This is an optimization exercise on Yosys and OpenROAD, whose aim is small area and a short achievable clock period, not a production implementation. The RTL was checked by simulation tests, not by an equivalence proof against the original design. Power figures rest on the tool's default switching activity, not on a simulated workload.

Setup of north:
## Project
module Project(
      input clock,
      input reset,
      output [7:0]  imem_addr,
      input  [15:0] imem_data,
      output [15:0] dmem_addr,
      output [15:0] dmem_wdata,
      output        dmem_we,
      input  [15:0] dmem_rdata,
      output        wb_en,
      output [2:0]  wb_dest,
      output [15:0] wb_data
  );
Size: ~1600 cells after synthesis, about 280 flip-flops, roughly 95 I/O pins, about 16000 um^2 of cells after synthesis.
==> module Project, before the edit <==
module Project(
      input clock,
      input reset,
      output [7:0]  imem_addr,
      input  [15:0] imem_data,
      output [15:0] dmem_addr,
      output [15:0] dmem_wdata,
      output        dmem_we,
      input  [15:0] dmem_rdata,
      output        wb_en,
      output [2:0]  wb_dest,
      output [15:0] wb_data
  );
  wire stall_n;
  wire zero;
  reg  [7:0]  pc;
  reg  [15:0] ir;         
  reg         id_jmp;     
  reg  [2:0]  id_src2;    
  reg         id_br;      
  wire [3:0]  if_op = imem_data[15:12];
  wire [7:0]  br8 = {{2{ir[5]}}, ir[5:0]};
  wire [7:0]  pc_inc = pc + 8'd1;
  wire [7:0]  pc_next = id_jmp ? br8 : id_br ? pc_inc + br8 : pc_inc;
  always @(posedge clock) begin
    if (reset) begin
      pc <= 8'd0;
      ir[15:3] <= 13'd0;
      id_jmp <= 1'b0;
      id_src2 <= 3'd0;
      id_br <= 1'b0;
    end else if (stall_n) begin
      pc <= pc_next;
      ir[15:3] <= imem_data[15:3];
      id_jmp <= if_op == 4'd14;
      id_src2 <= (if_op == 4'd12) ? imem_data[11:9] : imem_data[5:3];
      id_br <= (if_op == 4'd13) & zero;
    end
  end
  always @(posedge clock)
    if (stall_n) ir[2:0] <= imem_data[2:0];
  wire [3:0] op = ir[15:12];
  wire [2:0] rd = ir[11:9];
  wire [2:0] rs = ir[8:6];
  wire [2:0] src2 = id_src2;
  reg        ex_wb, mem_wb, wb_wb;
  reg [2:0]  ex_rd, mem_rd, wb_rd;
  function hit(input [2:0] r, input e1, input [2:0] d1, input e2, input [2:0] d2, input e3, input [2:0] d3);
    hit = (r != 3'd0) & ((e1 & (r == d1)) | (e2 & (r == d2)) | (e3 & (r == d3)));
  endfunction
  assign stall_n = ~(hit(rs, ex_wb, ex_rd, mem_wb, mem_rd, wb_wb, wb_rd) |
                     hit(src2, ex_wb, ex_rd, mem_wb, mem_rd, wb_wb, wb_rd) |
                     hit(rd, ex_wb, ex_rd, mem_wb, mem_rd, wb_wb, wb_rd));
  reg [127:16] regs;    
  reg [7:1]  valid;
  reg [15:0] wb_val;
  wire [7:1] wen;
  genvar k;
  generate
    for (k = 1; k < 8; k = k + 1) begin : rf
      assign wen[k] = wb_wb & (wb_rd == k);
      always @(posedge clock) begin
        if (reset)
          valid[k] <= 1'b0;
        else if (wen[k])
          valid[k] <= 1'b1;
        if (wen[k])
          regs[16*k +: 16] <= wb_val;
      end
    end
  endgenerate
  function [15:0] rdreg(input [2:0] r);
    integer k;
    begin
      rdreg = 16'd0;
      for (k = 1; k < 8; k = k + 1)
        rdreg = rdreg | ({16{r == k && valid[k]}} & regs[16*k +: 16]);
    end
  endfunction
  wire [15:0] rdata1 = rdreg(rs);
  wire [15:0] rdata2 = rdreg(src2);
  wire d_wb   = (op != 4'd0) & (op <= 4'd11);
  wire d_imm  = (op == 4'd10) | (op == 4'd11) | (op == 4'd12);
  wire d_ld   = op == 4'd11;
  wire d_st   = op == 4'd12;
  wire d_sub  = op == 4'd2;
  wire d_mul  = op == 4'd9;
  wire [3:0] d_cmd = (op <= 4'd9) ? op : (op <= 4'd12) ? 4'd1 : 4'd0;
  wire [15:0] d_bb = d_imm ? {10'd0, ir[5:0]} : d_sub ? ~rdata2 : rdata2;
  wire [7:0] b_one, b_two;
  genvar j;
  generate
    for (j = 0; j < 8; j = j + 1) begin : booth
      wire hi = rdata2[2*j+1];
      wire md = rdata2[2*j];
      wire lo = (j == 0) ? 1'b0 : rdata2[(j == 0 ? 0 : 2*j-1)];
      assign b_one[j] = md ^ lo;
      assign b_two[j] = (hi & ~md & ~lo) | (~hi & md & lo);
    end
  endgenerate
  wire [15:0] d_x = d_mul ? {b_two, b_one} : rdata2;
  reg  [15:0] ex_a, ex_bb, ex_x;
  reg         ex_cin, ex_ld, ex_st;
  reg  [3:0]  ex_cmd;
  always @(posedge clock) begin
    ex_a <= rdata1;
    ex_bb <= d_bb;
    ex_x <= d_x;
    ex_cin <= d_sub;
    ex_ld <= d_ld;
    ex_rd <= rd;
    if (reset || !stall_n) begin
      ex_cmd <= 4'd0;
      ex_wb <= 1'b0;
      ex_st <= 1'b0;
    end else begin
      ex_cmd <= d_cmd;
      ex_wb <= d_wb;
      ex_st <= d_st;
    end
  end
  wire is_mul = ex_cmd == 4'd9;
  wire [15:0] a = ex_a;
  wire [15:0] bb = ex_bb;
  wire [15:0] sum;
  KSADD16 alu_add(.x(a), .y(bb), .cin(ex_cin), .s(sum));
  wire [15:0] m0, m1, m2;
  MULROWS mul_rows(.a(a), .b(bb), .one(ex_x[7:0]), .two(ex_x[15:8]), .r0(m0), .r1(m1), .r2(m2));
  reg [15:0] res_o;
  always @(*) begin
    case (ex_cmd)
      4'd3: res_o = a & bb;
      4'd4: res_o = a | bb;
      4'd5: res_o = a ^ bb;
      4'd6: res_o = {a[14:0], a[0]};
      4'd7: res_o = {a[15], a[15:1]};
      default: res_o = {1'b0, a[15:1]};
    endcase
  end
  wire use_sum = (ex_cmd < 4'd3) | (ex_cmd > 4'd9);
  wire [15:0] res = is_mul ? m0 : use_sum ? sum : res_o;
  wire z_addsub = ~|((a ^ bb) ^ {(a[14:0] | bb[14:0]), ex_cin});    
  reg zf;
  always @(*) begin
    case (ex_cmd)
      4'd1, 4'd2: zf = z_addsub;
      4'd3, 4'd4, 4'd5, 4'd6, 4'd7, 4'd8: zf = ~|res_o;
      4'd9: zf = ~|a | ~|bb;
      default: zf = 1'b1;
    endcase
  end
  assign zero = zf;
  reg  [15:0] mem_s, mem_c, mem_t;
  reg         mem_we, mem_ld, mem_mul;
  always @(posedge clock) begin
    mem_s <= res;
    mem_c <= is_mul ? m1 : ex_x;
    mem_t <= m2;
    mem_ld <= ex_ld;
    mem_mul <= is_mul;
    mem_rd <= ex_rd;
    if (reset) begin
      mem_we <= 1'b0;
      mem_wb <= 1'b0;
    end else begin
      mem_we <= ex_st;
      mem_wb <= ex_wb;
    end
  end
  assign dmem_addr = mem_s;
  assign dmem_wdata = mem_c;
  assign dmem_we = mem_we;
  wire [15:0] fa_s = mem_s ^ mem_c ^ mem_t;
  wire [15:0] fa_c = (mem_s & mem_c) | (mem_s & mem_t) | (mem_c & mem_t);
  wire [15:0] product;
  KSADD16 mul_add(.x(fa_s), .y({fa_c[14:0], 1'b0}), .cin(1'b0), .s(product));
  wire [15:0] mem_val = mem_mul ? product : mem_ld ? dmem_rdata : mem_s;
  always @(posedge clock) begin
    wb_val <= mem_val;
    wb_rd <= mem_rd;
    if (reset) wb_wb <= 1'b0;
    else wb_wb <= mem_wb;
  end
  assign imem_addr = pc;
  assign wb_en = wb_wb;
  assign wb_dest = wb_rd;
  assign wb_data = wb_val;
endmodule
Settings: LEC_CHECK=0, CAP_MARGIN=20, CORE_MARGIN=2, CORE_UTILIZATION=60, CTS_BUF_LIST=sky130_fd_sc_hd__clkbuf_8, CTS_CLUSTER_SIZE=20, SLEW_MARGIN=20, TNS_END_PERCENT=0; clock period 8.0 ns.
standard.sh (not shown) runs the stock make flow with config.mk's settings and CLKGATE_MAP_FILE= SYNTH_SCRIPT=/design/flow/synth_recipe.tcl, a recipe that flattens the netlist after the stock synthesis.
==> flow/flow/run.sh <==
#!/bin/bash
set -euo pipefail
export SETUP_SLACK_MARGIN=5.45
export BUFFER_PORTS_ARGS="-buffer_cell sky130_fd_sc_hd__buf_1"
bash standard.sh > standard.log 2>&1
## Diff of input files: south against north
diff --git a/flow/design.v b/flow/design.v
--- a/flow/design.v
+++ b/flow/design.v
@@ -269,14 +269,14 @@
     end
   endgenerate
-  function [15:0] rdreg(input [2:0] r);
-    integer k;
-    begin
-      rdreg = 16'd0;
-      for (k = 1; k < 8; k = k + 1)
-        rdreg = rdreg | ({16{r == k && valid[k]}} & regs[16*k +: 16]);
+  reg [15:0] rdata1, rdata2;
+  integer n;
+  always @(*) begin
+    rdata1 = 16'd0;
+    rdata2 = 16'd0;
+    for (n = 1; n < 8; n = n + 1) begin
+      rdata1 = rdata1 | ({16{rs == n && valid[n]}} & regs[16*n +: 16]);
+      rdata2 = rdata2 | ({16{src2 == n && valid[n]}} & regs[16*n +: 16]);
     end
-  endfunction
-  wire [15:0] rdata1 = rdreg(rs);
-  wire [15:0] rdata2 = rdreg(src2);
+  end
   wire d_wb   = (op != 4'd0) & (op <= 4'd11);
   wire d_imm  = (op == 4'd10) | (op == 4'd11) | (op == 4'd12);
--- outcome ---
Against north, south reports a total area of sequential cells that is lower.
On switching part of the total power, the lower figure sits with south, not north.
Effective utilization at floorplan of south is on par with north.
south: done, clean on timing, DRC and antenna
Between north and south, the difference in clock insertion delay at the later pin of the skew report is negligible.
Power density over the cells, north and south, higher one = south.
Compared with north, in south number of instances resized during post-cts repair shrank by 18; clock power grew by about 8%; combinational power shrank by about 3%.


== job 4107 ==
Another version of the RTL of Project (not shown whole).
Size: roughly 95 I/O pins.
==> module Project, before the edit <==
module Project(
      input clock,
      input reset,
      output [7:0]  imem_addr,
      input  [15:0] imem_data,
      output [15:0] dmem_addr,
      output [15:0] dmem_wdata,
      output        dmem_we,
      input  [15:0] dmem_rdata,
      output        wb_en,
      output [2:0]  wb_dest,
      output [15:0] wb_data
  );
  wire stall_n;
  wire zero;
  reg  [7:0]  pc;
  reg  [15:0] ir;         
  reg         id_jmp;     
  reg         id_st;      
  reg         id_br;      
  wire [3:0]  if_op = imem_data[15:12];
  wire [7:0]  br8 = {{2{ir[5]}}, ir[5:0]};
  wire [7:0]  pc_inc = pc + 8'd1;
  wire [7:0]  pc_next = id_jmp ? br8 : id_br ? pc_inc + br8 : pc_inc;
  always @(posedge clock) begin
    if (reset) begin
      pc <= 8'd0;
      ir[15:3] <= 13'd0;
      id_jmp <= 1'b0;
      id_st <= 1'b0;
      id_br <= 1'b0;
    end else if (stall_n) begin
      pc <= pc_next;
      ir[15:3] <= imem_data[15:3];
      id_jmp <= if_op == 4'd14;
      id_st <= if_op == 4'd12;
      id_br <= (if_op == 4'd13) & zero;
    end
  end
  always @(posedge clock)
    if (stall_n) ir[2:0] <= imem_data[2:0];
  wire [3:0] op = ir[15:12];
  wire [2:0] rd = ir[11:9];
  wire [2:0] rs = ir[8:6];
  wire [2:0] src2 = id_st ? rd : ir[5:3];
  reg        ex_wb, mem_wb, wb_wb;
  reg [2:0]  ex_rd, mem_rd, wb_rd;
  function hit(input [2:0] r, input e1, input [2:0] d1, input e2, input [2:0] d2, input e3, input [2:0] d3);
    hit = (r != 3'd0) & ((e1 & (r == d1)) | (e2 & (r == d2)) | (e3 & (r == d3)));
  endfunction
  assign stall_n = ~(hit(rs, ex_wb, ex_rd, mem_wb, mem_rd, wb_wb, wb_rd) |
                     hit(src2, ex_wb, ex_rd, mem_wb, mem_rd, wb_wb, wb_rd) |
                     hit(rd, ex_wb, ex_rd, mem_wb, mem_rd, wb_wb, wb_rd));
  reg [15:0] regs [1:7];
  reg [7:1]  valid;
  reg [15:0] wb_val;
  always @(posedge clock) begin
    if (reset)
      valid <= 7'd0;
    else if (wb_wb && wb_rd != 3'd0)
      valid[wb_rd] <= 1'b1;
  end
  always @(posedge clock)
    if (wb_wb && wb_rd != 3'd0)
      regs[wb_rd] <= wb_val;
  function [15:0] rdreg(input [2:0] r);
    integer k;
    begin
      rdreg = 16'd0;
      for (k = 1; k < 8; k = k + 1)
        rdreg = rdreg | ({16{r == k && valid[k]}} & regs[k]);
    end
  endfunction
  wire [15:0] rdata1 = rdreg(rs);
  wire [15:0] rdata2 = rdreg(src2);
  wire d_wb   = (op != 4'd0) & (op <= 4'd11);
  wire d_imm  = (op == 4'd10) | (op == 4'd11) | (op == 4'd12);
  wire d_ld   = op == 4'd11;
  wire d_st   = op == 4'd12;
  wire d_sub  = op == 4'd2;
  wire d_mul  = op == 4'd9;
  wire [3:0] d_cmd = (op <= 4'd9) ? op : (op <= 4'd12) ? 4'd1 : 4'd0;
  wire [15:0] d_bb = d_imm ? {10'd0, ir[5:0]} : d_sub ? ~rdata2 : rdata2;
  wire [7:0] b_one, b_two;
  genvar j;
  generate
    for (j = 0; j < 8; j = j + 1) begin : booth
      wire hi = rdata2[2*j+1];
      wire md = rdata2[2*j];
      wire lo = (j == 0) ? 1'b0 : rdata2[(j == 0 ? 0 : 2*j-1)];
      assign b_one[j] = md ^ lo;
      assign b_two[j] = (hi & ~md & ~lo) | (~hi & md & lo);
    end
  endgenerate
  wire [15:0] d_x = d_mul ? {b_two, b_one} : rdata2;
  reg  [15:0] ex_a, ex_bb, ex_x;
  reg         ex_cin, ex_ld, ex_st;
  reg  [3:0]  ex_cmd;
  always @(posedge clock) begin
    ex_a <= rdata1;
    ex_bb <= d_bb;
    ex_x <= d_x;
    ex_cin <= d_sub;
    ex_ld <= d_ld;
    ex_rd <= rd;
    if (reset || !stall_n) begin
      ex_cmd <= 4'd0;
      ex_wb <= 1'b0;
      ex_st <= 1'b0;
    end else begin
      ex_cmd <= d_cmd;
      ex_wb <= d_wb;
      ex_st <= d_st;
    end
  end
  wire is_mul = ex_cmd == 4'd9;
  wire [15:0] a = ex_a;
  wire [15:0] bb = ex_bb;
  wire [15:0] sum;
  KSADD16 alu_add(.x(a), .y(bb), .cin(ex_cin), .s(sum));
  wire [15:0] m0, m1, m2;
  MULROWS mul_rows(.a(a), .b(bb), .one(ex_x[7:0]), .two(ex_x[15:8]), .r0(m0), .r1(m1), .r2(m2));
  reg [15:0] res_o;
  always @(*) begin
    case (ex_cmd)
      4'd3: res_o = a & bb;
      4'd4: res_o = a | bb;
      4'd5: res_o = a ^ bb;
      4'd6: res_o = {a[14:0], a[0]};
      4'd7: res_o = {a[15], a[15:1]};
      4'd8: res_o = {1'b0, a[15:1]};
      default: res_o = m0;
    endcase
  end
  wire use_sum = (ex_cmd < 4'd3) | (ex_cmd > 4'd9);
  wire [15:0] res = use_sum ? sum : res_o;
  wire [15:0] ax = a ^ bb;
  wire [15:0] ao = a | bb;
  wire z_addsub = ~|(ax ^ {ao[14:0], ex_cin});    
  wire z_a = ~|a;
  wire z_b = ~|bb;
  reg zf;
  always @(*) begin
    case (ex_cmd)
      4'd1, 4'd2: zf = z_addsub;
      4'd3: zf = ~|(a & bb);
      4'd4: zf = z_a & z_b;
      4'd5: zf = ~|ax;
      4'd6: zf = ~|a[14:0];
      4'd7: zf = z_a;
      4'd8: zf = ~|a[15:1];
      4'd9: zf = z_a | z_b;
      default: zf = 1'b1;
    endcase
  end
  assign zero = zf;
  reg  [15:0] mem_s, mem_c, mem_t;
  reg         mem_we, mem_ld, mem_mul;
  always @(posedge clock) begin
    mem_s <= res;
    mem_c <= is_mul ? m1 : ex_x;
    mem_t <= m2;
    mem_ld <= ex_ld;
    mem_mul <= is_mul;
    mem_rd <= ex_rd;
    if (reset) begin
      mem_we <= 1'b0;
      mem_wb <= 1'b0;
    end else begin
      mem_we <= ex_st;
      mem_wb <= ex_wb;
    end
  end
  assign dmem_addr = mem_s;
  assign dmem_wdata = mem_c;
  assign dmem_we = mem_we;
  wire [15:0] fa_s = mem_s ^ mem_c ^ mem_t;
  wire [15:0] fa_c = (mem_s & mem_c) | (mem_s & mem_t) | (mem_c & mem_t);
  wire [15:0] product;
  KSADD16 mul_add(.x(fa_s), .y({fa_c[14:0], 1'b0}), .cin(1'b0), .s(product));
  wire [15:0] mem_val = mem_mul ? product : mem_ld ? dmem_rdata : mem_s;
  always @(posedge clock) begin
    wb_val <= mem_val;
    wb_rd <= mem_rd;
    if (reset) wb_wb <= 1'b0;
    else wb_wb <= mem_wb;
  end
  assign imem_addr = pc;
  assign wb_en = wb_wb;
  assign wb_dest = wb_rd;
  assign wb_data = wb_val;
endmodule
export LEC_CHECK = 0
export CAP_MARGIN = 20
export CORE_MARGIN = 2
export CORE_UTILIZATION = 60
export CTS_BUF_LIST = sky130_fd_sc_hd__clkbuf_8
export CTS_CLUSTER_SIZE = 20
export SLEW_MARGIN = 20
create_clock -name core_clock -period 8.0 [get_ports {clock}]
==> flow/flow/run.sh <==
#!/bin/bash
set -euo pipefail
export SETUP_SLACK_MARGIN=5.3
export BUFFER_PORTS_ARGS="-buffer_cell sky130_fd_sc_hd__buf_1"
bash standard.sh > standard.log 2>&1
### job 4107 -> job 5225
--- a/flow/design.v
+++ b/flow/design.v
@@ -251,16 +251,22 @@
                      hit(src2, ex_wb, ex_rd, mem_wb, mem_rd, wb_wb, wb_rd) |
                      hit(rd, ex_wb, ex_rd, mem_wb, mem_rd, wb_wb, wb_rd));
-  reg [15:0] regs [1:7];
+  reg [127:16] regs;    
   reg [7:1]  valid;
   reg [15:0] wb_val;
-  always @(posedge clock) begin
-    if (reset)
-      valid <= 7'd0;
-    else if (wb_wb && wb_rd != 3'd0)
-      valid[wb_rd] <= 1'b1;
-  end
-  always @(posedge clock)
-    if (wb_wb && wb_rd != 3'd0)
-      regs[wb_rd] <= wb_val;
+  wire [7:1] wen;
+  genvar k;
+  generate
+    for (k = 1; k < 8; k = k + 1) begin : rf
+      assign wen[k] = wb_wb & (wb_rd == k);
+      always @(posedge clock) begin
+        if (reset)
+          valid[k] <= 1'b0;
+        else if (wen[k])
+          valid[k] <= 1'b1;
+        if (wen[k])
+          regs[16*k +: 16] <= wb_val;
+      end
+    end
+  endgenerate
   function [15:0] rdreg(input [2:0] r);
     integer k;
@@ -268,5 +274,5 @@
       rdreg = 16'd0;
       for (k = 1; k < 8; k = k + 1)
-        rdreg = rdreg | ({16{r == k && valid[k]}} & regs[k]);
+        rdreg = rdreg | ({16{r == k && valid[k]}} & regs[16*k +: 16]);
     end
   endfunction
==> comparison <==
Diff job 4107 -> job 5225: critical path depth moved up, maximum frequency moved down, count of clock-net buffers in the final layout moved up, storage element area moved up, internal power summed over all cells moved up. Taking job 4107 as the reference, in job 5225 switching power of the nets rose by 5.1%; switching portion of total power neither gained nor lost much; utilization rose by 2.7 points. The share of final-layout standard cells stronger than drive strength 1 reported for job 5225 is greater than that of job 4107 by 4.2 points. Job 5225 has less setup slack than job 4107. In job 5225 relative to job 4107, final area had gone up by a few percent. When the final numbers for job 4107 and job 5225 were put side by side, the average cell area after synthesis turned out to be smaller in job 5225. Measured against each other, job 4107 and job 5225 differ in wire length after detailed routing, the lower figure coming from job 4107. Compared with job 4107, job 5225 shows logic depth of the worst register-to-register path higher by 2.

-- port drivers added, routing unchanged --
The flow's constraints put no driver on any port. The routed layouts listed below were extracted and timed again, unchanged, in two steps. Step 1 assumes that a clkbuf_16 drives the clock port and a buf_2 every other input. Step 2, shift: input delay + t, output delay - t, t = (earliest + latest rising clock arrival at the registers) / 2. This alone moves slack from input paths to output paths. a / b / c = ideal ports / drivers / drivers and shift; a / b = the first two.
run	t (ns)	setup slack, ns	clock arrival spread, ns	slew at the worst register clock pin (ns)
north	0.611	5.285 / 5.239 / 5.096	0.036 / 0.036	0.08 / 0.08
south	0.614	5.277 / 5.227 / 4.900	0.050 / 0.050	0.07 / 0.07
job 4107	0.621	5.310 / 5.261 / 5.078	0.044 / 0.044	0.07 / 0.07
job 5225	0.635	5.242 / 5.216 / 5.034	0.040 / 0.040	0.08 / 0.08
After both steps every run listed still meets setup and hold. For south, which loses most, drivers alone change the setup slack by -0.050 ns; drivers and shift together by -0.377 ns.
